This is an optimization exercise on Yosys and OpenROAD, whose aim is small area, not a production implementation.
The RTL was checked by simulation tests, not by an equivalence proof against the original design.
No activity file was given, so power comes from the tool's default toggle rates.

[run.sh]
#!/bin/bash
# synth_recipe.tcl (not shown) runs the flow's synth.tcl, then flattens the netlist and writes it again
# the make line also repeats each setting of config.mk as NAME=value (left out here)
make -C /OpenROAD-flow-scripts/flow DESIGN_CONFIG=/design/flow/config.mk WORK_HOME=/design/flow/orfs CLKGATE_MAP_FILE= SYNTH_SCRIPT=/design/flow/synth_recipe.tcl finish
[config.mk]
export PLATFORM = sky130hd
export DESIGN_NAME = watch
export DESIGN_NICKNAME = watch
export VERILOG_FILES = /design/flow/design.v
export SDC_FILE = /design/flow/constraint.sdc
export NUM_CORES = 4
export LEC_CHECK = 0
export CAP_MARGIN = 20
export CORE_MARGIN = 2
export CORE_UTILIZATION = 40
export SLEW_MARGIN = 20
[constraint.sdc]
create_clock -name core_clock -period 12.0 [get_ports {mclk}]
set_input_delay 2.4000 -clock core_clock [delete_from_list [all_inputs] [get_ports {mclk}]]
set_output_delay 2.4000 -clock core_clock [all_outputs]
set_load 0.01 [all_outputs]
[design.v]
module bin2bcd
(
	input [7:0] binary,
	output reg [3:0] Hundreds,
	output reg [3:0] Tens,
	output reg [3:0] Ones
);
integer i;
always @(binary)
begin
	Hundreds = 4'b0;
	Tens = 4'b0;
	Ones = 4'b0;
	for(i=7; i>=0; i=i-1)
	begin
		if(Hundreds >= 5)
			Hundreds = Hundreds + 3;
		if(Tens >= 5)
			Tens = Tens + 3;
		if(Ones >= 5)
			Ones = Ones + 3;
		Hundreds = Hundreds << 1;
		Hundreds[0] = Tens[3];
		Tens = Tens << 1;
		Tens[0] = Ones[3];
		Ones = Ones << 1;
		Ones[0] = binary[i];
	end
end
endmodule
module seg7dec 
(
	input [3:0] val,
	output reg [6:0] seg  
);
always @(*)
begin
	case (val[3:0])
		4'h0: seg[6:0] = 7'b111_1110;
		4'h1: seg[6:0] = 7'b011_0000;
		4'h2: seg[6:0] = 7'b110_1101;
		4'h3: seg[6:0] = 7'b111_1001;
		4'h4: seg[6:0] = 7'b011_0011;
		4'h5: seg[6:0] = 7'b101_1011;
		4'h6: seg[6:0] = 7'b101_1111;
		4'h7: seg[6:0] = 7'b111_0010;
		4'h8: seg[6:0] = 7'b111_1111;
		4'h9: seg[6:0] = 7'b111_1011;
		4'hA: seg[6:0] = 7'b111_0111;
		4'hB: seg[6:0] = 7'b111_1111;
		4'hC: seg[6:0] = 7'b100_1110;
		4'hD: seg[6:0] = 7'b111_1110;
		4'hE: seg[6:0] = 7'b100_1111;
		default: seg[6:0] = 7'b100_0111;  
	endcase
end
endmodule
module seg7dec2
(
	input [7:0] val,
	output [6:0] highDigit,
	output [6:0] lowDigit
);
wire [3:0] hundreds;
wire [3:0] tens;
wire [3:0] ones;
bin2bcd bcd(.binary(val), .Hundreds(hundreds), .Tens(tens), .Ones(ones));
seg7dec high(.val(tens), .seg(highDigit));
seg7dec low(.val(ones), .seg(lowDigit));
endmodule
module seg7Display
(
	input mclk,
	input reset,
	input run,
	input b2Posedge,
	input [7:0] min,  
	input [7:0] sec,  
	input [7:0] mil,  
	output [6:0] minHigh,  
	output [6:0] minLow,  
	output [6:0] secHigh,  
	output [6:0] secLow,  
	output [6:0] milHigh,  
	output [6:0] milLow  
);
reg laptimeState;
reg [7:0] minBuf;
reg [7:0] secBuf;
reg [7:0] milBuf;
reg [7:0] outputMin;
reg [7:0] outputSec;
reg [7:0] outputMil;
reg b2Delayed0;
reg b2Delayed1;
reg b2Delayed2;
wire posedgeDetect2;
assign posedgeDetect2 = ~b2Delayed2 & b2Delayed1;
always @(posedge mclk)
begin
	if(reset == 1'b1)
	begin
		laptimeState = 1'b0;  
		minBuf = 8'b0000_0000;  
		secBuf = 8'b0000_0000;  
		milBuf = 8'b0000_0000;  
		outputMin = 8'b0000_0000;
		outputSec = 8'b0000_0000;
		outputMil = 8'b0000_0000;
		b2Delayed0 = 1'b0;
		b2Delayed1 = 1'b0;
		b2Delayed2 = 1'b0;
	end
	else
	begin
		b2Delayed0 <= b2Posedge;
		b2Delayed1 <= b2Delayed0;
		b2Delayed2 <= b2Delayed1;
		if(posedgeDetect2 && (run == 1'b1))
		begin
			laptimeState = 1'b1;
			minBuf[7:0] <= min[7:0];
			secBuf[7:0] <= sec[7:0];
			milBuf[7:0] <= mil[7:0];
		end
		if((run == 1'b1) && (laptimeState == 1'b1))  
		begin
			outputMin[7:0] <= minBuf[7:0];
			outputSec[7:0] <= secBuf[7:0];
			outputMil[7:0] <= milBuf[7:0];
		end
		else if(run == 1'b0)  
		begin
			laptimeState <= 1'b0;
			outputMin[7:0] <= min[7:0];
			outputSec[7:0] <= sec[7:0];
			outputMil[7:0] <= mil[7:0];
		end
		else  
		begin
			outputMin[7:0] <= min[7:0];
			outputSec[7:0] <= sec[7:0];
			outputMil[7:0] <= mil[7:0];
		end
	end
end
seg7dec2 minseg(.val(outputMin), .highDigit(minHigh), .lowDigit(minLow));  
seg7dec2 secseg(.val(outputSec), .highDigit(secHigh), .lowDigit(secLow));  
seg7dec2 milseg(.val(outputMil), .highDigit(milHigh), .lowDigit(milLow));  
endmodule
module ledbar
(
	input mclk,
	input b1,
	input reset,
	input run,
	output reg [3:0] led
);
reg b1Delayed0;
reg b1Delayed1;
reg b1Delayed2;
wire posedgeDetect1;
assign posedgeDetect1 = ~b1Delayed2 & b1Delayed1;
reg [19:0] clk100hz;
reg [2:0] ledState;
always @(posedge mclk)
begin
	if(reset == 1'b1)
	begin
	led <= 4'b0000;
	clk100hz <= 20'h0_0000;
	ledState <= 3'h0;
	b1Delayed0 <= 1'b0;
	b1Delayed1 <= 1'b0;
	b1Delayed2 <= 1'b0;
	end
	else
	begin
		b1Delayed0 <= b1;
		b1Delayed1 <= b1Delayed0;
		b1Delayed2 <= b1Delayed1;
		if(run == 1'b1)
		begin
			clk100hz <= clk100hz + 20'h0_0001;
			if(clk100hz >= 20'h0_00C8)  
			begin
				clk100hz <= 20'h0_0000;
				case (ledState[2:0])
					3'h0:
					begin
						led <= 4'b0001;
						ledState <= 3'h1;
					end
					3'h1:
					begin
						led <= 4'b0011;
						ledState <= 3'h2;
					end
					3'h2:
					begin	
						led <= 4'b0111;
						ledState <= 3'h3;
					end
					3'h3:
					begin
						led <= 4'b1111;
						ledState <= 3'h4;
					end
					default:
					begin
						led <= 4'b0000;
						ledState <= 3'h0;
					end
				endcase
			end
		end
		else
		begin
			if(posedgeDetect1)
			begin
				led <= 4'b0000;
				clk100hz <= 20'h0_0000;
				ledState <= 3'h0;
			end
		end
	end
end
endmodule
module timer
(
	input mclk,
	input reset,
	input run,
	input b1Posedge,
	output reg [7:0] minute,
	output reg [7:0] second,
	output reg [7:0] ms10
);
reg b1Delayed0;
reg b1Delayed1;
reg b1Delayed2;
wire posedgeDetect1;
assign posedgeDetect1 = ~b1Delayed2 & b1Delayed1;
reg resetState;
reg [19:0] clk100hz;
always @(posedge mclk)
begin
	if(reset == 1'b1)  
	begin
		b1Delayed0 = 1'b0;
		b1Delayed1 = 1'b0;
		b1Delayed2 = 1'b0;
		resetState = 1'b0;
		clk100hz = 20'h0_0000;
		minute[7:0] <= 8'b0000_0000;
		second[7:0] <= 8'b0000_0000;
		ms10[7:0] <= 8'b0000_0000;
	end
	else
	begin
		b1Delayed0 <= b1Posedge;
		b1Delayed1 <= b1Delayed0;
		b1Delayed2 <= b1Delayed1;
		if((run == 1'b0) && posedgeDetect1)
		begin
			resetState <= 1'b1;
		end
		if((run == 1'b0) && (resetState == 1'b1))  
		begin
			minute[7:0] <= 8'b0000_0000;
			second[7:0] <= 8'b0000_0000;
			ms10[7:0] <= 8'b0000_0000;
			resetState <= 1'b0;
			clk100hz <= 20'h0_0000;
		end
		else if(run == 1'b1) 
		begin
			clk100hz <= clk100hz + 20'h0_0001;
			if(clk100hz >= 20'h0_000A)  
			begin
				clk100hz <= 20'h0_0000;
				if(minute == 8'b0110_0100)  
				begin
					minute[7:0] <= 8'b0000_0000;
				end
				if(second == 8'b0011_1100)  
				begin
					minute[7:0] <= minute[7:0] + 8'b1;
					second[7:0] <= 8'b0000_0000;
				end
				if(ms10 == 8'b0110_0011)  
				begin
					second[7:0] <= second[7:0] + 8'b1;
					ms10[7:0] <= 8'b0000_0000;
				end
				else
				begin
					ms10[7:0] <= ms10[7:0] + 8'b1;
				end
			end
		end
	end
end
endmodule
module buttonStateMachine
(
	input mclk,
	input b0,
	input b1,
	input b2,
	input reset,
	output run,
	output b1pos,
	output b2pos,
	output resetAll
);
reg b0Delayed0;
reg b0Delayed1;
reg b0Delayed2;
wire posedgeDetect0;
reg rsDelayed0;
reg rsDelayed1;
reg rsDelayed2;
wire posedgeDetectrs;
always @(posedge mclk)
begin
	rsDelayed0 <= reset;
	rsDelayed1 <= rsDelayed0;
	rsDelayed2 <= rsDelayed1;
	if(rsDelayed2 == 1'b1)
	begin
		b0Delayed0 <= 1'b0;
		b0Delayed1 <= 1'b0;
		b0Delayed2 <= 1'b0;
	end
	else
	begin
		b0Delayed0 <= b0;
		b0Delayed1 <= b0Delayed0;
		b0Delayed2 <= b0Delayed1;
	end
end
assign posedgeDetect0 = ~b0Delayed2 & b0Delayed1;
assign b1pos = b1;
assign b2pos = b2;
reg runState;
always @(posedge mclk)
begin
	if(rsDelayed2 == 1'b1)
	begin
		runState <= 1'b0;
	end
	else
	begin
		if(posedgeDetect0)  
		begin
			runState <= ~runState;
		end
	end
end
assign run = runState;  
assign resetAll = rsDelayed2;  
endmodule
module watch
(
	input mclk,
	input b0,
	input b1,
	input b2,
	input reset,
	output [6:0] segMin1,  
	output [6:0] segMin2,  
	output [6:0] segSec1,  
	output [6:0] segSec2,  
	output [6:0] segmil1,  
	output [6:0] segmil2,  
	output [3:0] led
);
wire runState;
wire b1Posedge;
wire b2Posedge;
wire resetAll;
wire resetin;
assign resetin = ~reset;
buttonStateMachine bsm(	.mclk(mclk), .b0(b0), .b1(b1), .b2(b2), .reset(resetin)
						, .run(runState), .b1pos(b1Posedge), .b2pos(b2Posedge), .resetAll(resetAll));
wire [7:0] min;  
wire [7:0] sec;  
wire [7:0] mil;  
timer gettimer(	.mclk(mclk), .reset(resetAll)
				, .run(runState), .b1Posedge(b1Posedge)
				, .minute(min), .second(sec), .ms10(mil));  
ledbar ledb(.mclk(mclk), .b1(b1Posedge), .reset(resetAll), .run(runState), .led(led));
seg7Display seg(.mclk(mclk), .reset(resetAll)
				, .run(runState), .b2Posedge(b2Posedge)  
				, .min(min), .sec(sec), .mil(mil)  
				, .minHigh(segMin1), .minLow(segMin2)  
				, .secHigh(segSec1), .secLow(segSec2)
				, .milHigh(segmil1), .milLow(segmil2));
endmodule
==> run summary <==
==> power by group <==
group	leakage, nW	switching (mW)	internal [mW]	total [mW]
clock	0.267	0.173	0.297	0.470
combinational	2.56	0.0129	0.00517	0.0180
sequential	1.07	0.00291	0.445	0.448
total	3.90	0.189	0.747	0.936
==> per-stage QoR <==
stage          std cells  total power [mW]  cell area (um^2)  hold slack (ps)  setup slack [ps]
2_1_floorplan       1161             0.470              9080              310              4000
5_1_grt             1492             0.974             10400              336              1490
3_5_place_dp        1462             0.476              9820              318              2770
4_1_cts             1492             0.950             10400              323              2310
3_3_place_gp        1462             0.476              9820              311              3000
6_report            1492             0.936             10400              320              2390
==> worst reg2reg max path, cell delays in order, from the launching register on <==
cell and delay, ps:
dfxtp_1 820, inv_1 330, a21oi_1 640, and2_0 380, nand4_1 380, nor2_1 230, nand3_1 110, xor2_1 160
a211oi_1 190
==> cells by family (layout without fill, tap and decap cells) <==
logic type,count (synthesis),after routing,synth area share
buffers and inverters,107,153,0.0463
XOR/XNOR,45,45,0.0451
AO/OA/AOI/OAI,309,309,0.227
AND/OR/NAND/NOR,450,450,0.232
adder cells (fa/ha/maj),72,72,0.0992
multiplexers,45,45,0.0569
flip-flops,133,133,0.293
==> worst min path at each step <==
stage / from / endpoint / depth (start not counted)
after floorplan: bsm.rsDelayed0$_DFF_P_ / bsm.rsDelayed1$_DFF_P_ / 0
after global placement: bsm.rsDelayed0$_DFF_P_ / bsm.rsDelayed1$_DFF_P_ / 0
after detailed placement: bsm.rsDelayed1$_DFF_P_ / bsm.rsDelayed2$_DFF_P_ / 0
after CTS: bsm.rsDelayed0$_DFF_P_ / bsm.rsDelayed1$_DFF_P_ / 0
after global routing: bsm.rsDelayed0$_DFF_P_ / bsm.rsDelayed1$_DFF_P_ / 0
final: bsm.rsDelayed0$_DFF_P_ / bsm.rsDelayed1$_DFF_P_ / 0
==> cell type report <==
type / instances / area share
inverters: 68 / 0.0246
well taps: 285 / 0.0344
clock buffers: 25 / 0.0469
repair buffers: 55 / 0.0520
clock inverters: 5 / 0.00483
multi-input cells: 921 / 0.580
flip-flops and latches: 133 / 0.257
==> cell usage after synthesis (8+ instances only) <==
master / count / share of area
and3_1: 12 / 0.0083
mux2_2: 14 / 0.017
o21ai_0: 46 / 0.025
clkbuf_1: 30 / 0.012
o22ai_1: 14 / 0.0096
a211o_1: 8 / 0.0077
nand2_1: 154 / 0.064
nor4_1: 13 / 0.0090
a211oi_1: 12 / 0.0099
o21a_1: 9 / 0.0074
nor2_1: 126 / 0.052
nand3_1: 29 / 0.016
xor2_1: 20 / 0.019
ha_1: 72 / 0.099
a31oi_1: 11 / 0.0076
nand2b_1: 11 / 0.0076
or3_1: 10 / 0.0069
inv_1: 65 / 0.027
nor3_1: 19 / 0.010
xnor2_1: 23 / 0.022
a22oi_1: 8 / 0.0066
and2_1: 23 / 0.016
nor2b_1: 20 / 0.014
dfxtp_1: 133 / 0.29
mux2i_1: 24 / 0.026
a21oi_1: 110 / 0.061
==> metal layers <==
layer | vias to the layer above | routed length [um]
li1 | 4182 | -
met1 | 3633 | 9400
met2 | 130 | 8290
met3 | 15 | 605
met4 | 0 | 158
met5 | - | 0
==> impl_summary.log <==
INFO  metric outcome = timing/DRC/antenna clean
INFO  metric worstSkewPairLatency = 410 ps
INFO  metric grt_antenna_before_repair = 0
INFO  metric p_leak = 3.90 nW
INFO  metric power_density = 90.4 nW/um^2
INFO  metric yosysUniqueCellTypes = 89
INFO  metric min_path_type = reg2reg
INFO  metric post_cts.resized_instances = 0
INFO  metric detail_route.drc_violations = 0
INFO  metric maxCapViolations = 0
INFO  metric cells_after_synthesis = 1161
INFO  metric reg_to_reg_setup_timing_slack = 8680 ps
INFO  metric overflow = 0
INFO  metric crit_path_top_cell_by_count = ha_1
INFO  metric use_met2 = 0.263
INFO  metric path_depth = 29
INFO  metric reg_to_reg_critical_path_startpoint = bsm.runState$_SDFFE_PP0P_
INFO  metric min_period_over_period = 0.801
INFO  metric synth_flop_cell = dfxtp_1
INFO  metric count_of_flip_flops_with_a_built_in_enable_after_synthesis = 0
INFO  metric maxSlewViolCount = 0
INFO  metric tritoncts.num_buffers = 17
INFO  metric grt_pass1_vias = 7436
INFO  metric worst_pin_slew = 973 ps
INFO  metric width_of_the_chip = 155 um
INFO  metric grt.total_usage = 0.160
INFO  metric critical_path.slowest_cell = clkdlybuf4s50_1
INFO  metric die_area = 23900 um^2
INFO  metric via_per_inst = 5.34
INFO  metric final-setup-viol-count = 0
INFO  metric crit_path_start_kind = flip-flop
INFO  metric layout_min_cycle_time = 9610 ps
INFO  metric detailroute.via_count = 7960
INFO  metric grt_use_met3 = 0.0291
INFO  metric critical_path.max_fanout = 7
INFO  metric num_rows = 55
INFO  metric area.sequential = 2660 um^2
INFO  metric critPathLaunch = seg.outputSec[5]$_SDFF_PP0_
INFO  metric io_buffers = 50
INFO  metric core_region_area = 22400 um^2
INFO  metric post-cts-setup-buffer-count = 0
INFO  metric drt_wl_total = 18.5 mm
INFO  metric most-common-layout-cells = 154 x nand2_1, 132 x dfxtp_1, 126 x nor2_1
INFO  metric cts-root-buf = clkbuf_16
INFO  metric pin_count_of_the_biggest_net_entering_global_routing = 78
INFO  metric worst_slew_slack_as_a_fraction_of_its_limit = 0.350
INFO  metric worst_path_required = 9600 ps
INFO  metric dp.final_hpwl = 13.1 mm
INFO  metric globalRoute.busiestLayer = met2
INFO  metric ctsHoldBuffers = 0
INFO  metric critical_register_to_register_path_endpoint = gettimer.second[6]$_SDFFE_PP0P_
INFO  metric tritoncts_num_sinks = 133
INFO  metric ant_nets = 0
INFO  metric n_antenna_cell = 0
INFO  metric post_route_cells_drive_above_1_share = 0.0729
INFO  metric drt-wirelength-per-cell = 12.4 um
INFO  metric routability_congestion_estimate = 0.846
INFO  metric maxClockFrequency = 104 MHz
INFO  metric postSynthAreaPerCell = 7.82 um^2
INFO  metric ir_worst_vdd = 0.107 mV
INFO  metric floorplan.initialDensity = 0.405
INFO  metric multiInputGateArea = 6010 um^2
INFO  metric clock_slew_at_reported_path_ffs = 50 ps
INFO  metric cts-htree-levels = 4
INFO  metric detail_route.iter0.violations = 439
INFO  metric ys_ff_latch = 133
INFO  metric num_io_pins = 51
INFO  metric grt_setup_unrepaired = no
INFO  metric synthesis.yosys.warnings = 6
INFO  metric critical-path-max-stage-delay = 570 ps
INFO  metric synth_sequential_area_ratio = 0.293
INFO  metric fin_util = 0.462
INFO  metric synth.cell_area = 9080 um^2
INFO  metric worstPathBufferInverterCount = 6
INFO  metric worst-setup-path-type = reg2out
INFO  metric area_growth_syn_to_layout = 14.0%
INFO  metric filler_cell_count = 2224
INFO  metric synth.net_count = 1238
INFO  metric biggestRegsByFlops = gettimer.clk100hz: 20 flops, ledb.clk100hz: 20 flops
INFO  metric timing.reg2reg.worst_path_depth = 8
INFO  metric grt_use_met1 = 0.218
INFO  metric finClkSkew = 7.04 ps
INFO  metric synthArstFlopShare = 0
INFO  metric hold_viol_final = 0
INFO  metric cts_tree = done
INFO  metric worst-endpoint-arrival = 7210 ps
INFO  metric die_height = 155 um
INFO  metric worst_setup_path_end = segSec1[3]
INFO  metric end_kind = primary output
INFO  metric final_common_cell = nand2_1
INFO  metric setup-tns-final = 0 ps
INFO  metric first_pass_grt_wire_length = 33.1 mm
INFO  metric drt_pre_antenna_iters = 5
INFO  metric final_net_count = 1273
INFO  metric cts-root-to-sink-buffers = 2
INFO  metric timing.critical_path.max_delay_family = XOR/XNOR gates

==> static timing again, ports no longer ideal <==
How much do the figures lean on ideal ports? The routed layout below was timed once more, with nothing changed but the port constraints.
Step 1: set_driving_cell puts a clkbuf_16 on mclk and a buf_2 on each other input, an assumption about the parent block.
Step 2 moves the port delays by t, midway between the first and last clock arrival at a register: inputs arrive t later, outputs are due t later. That takes back most of the time a late clock gives input paths.
a / b / c = ideal ports / drivers / drivers and shift; a / b = the first two.
t, ns: 0.447
slack for setup (ns): 2.391 / 2.352 / 2.799
cell pins on the clock port's net: 1
After both steps this run still meets setup and hold. For this run, drivers alone change the setup slack by -0.039 ns; drivers and shift together by +0.408 ns.
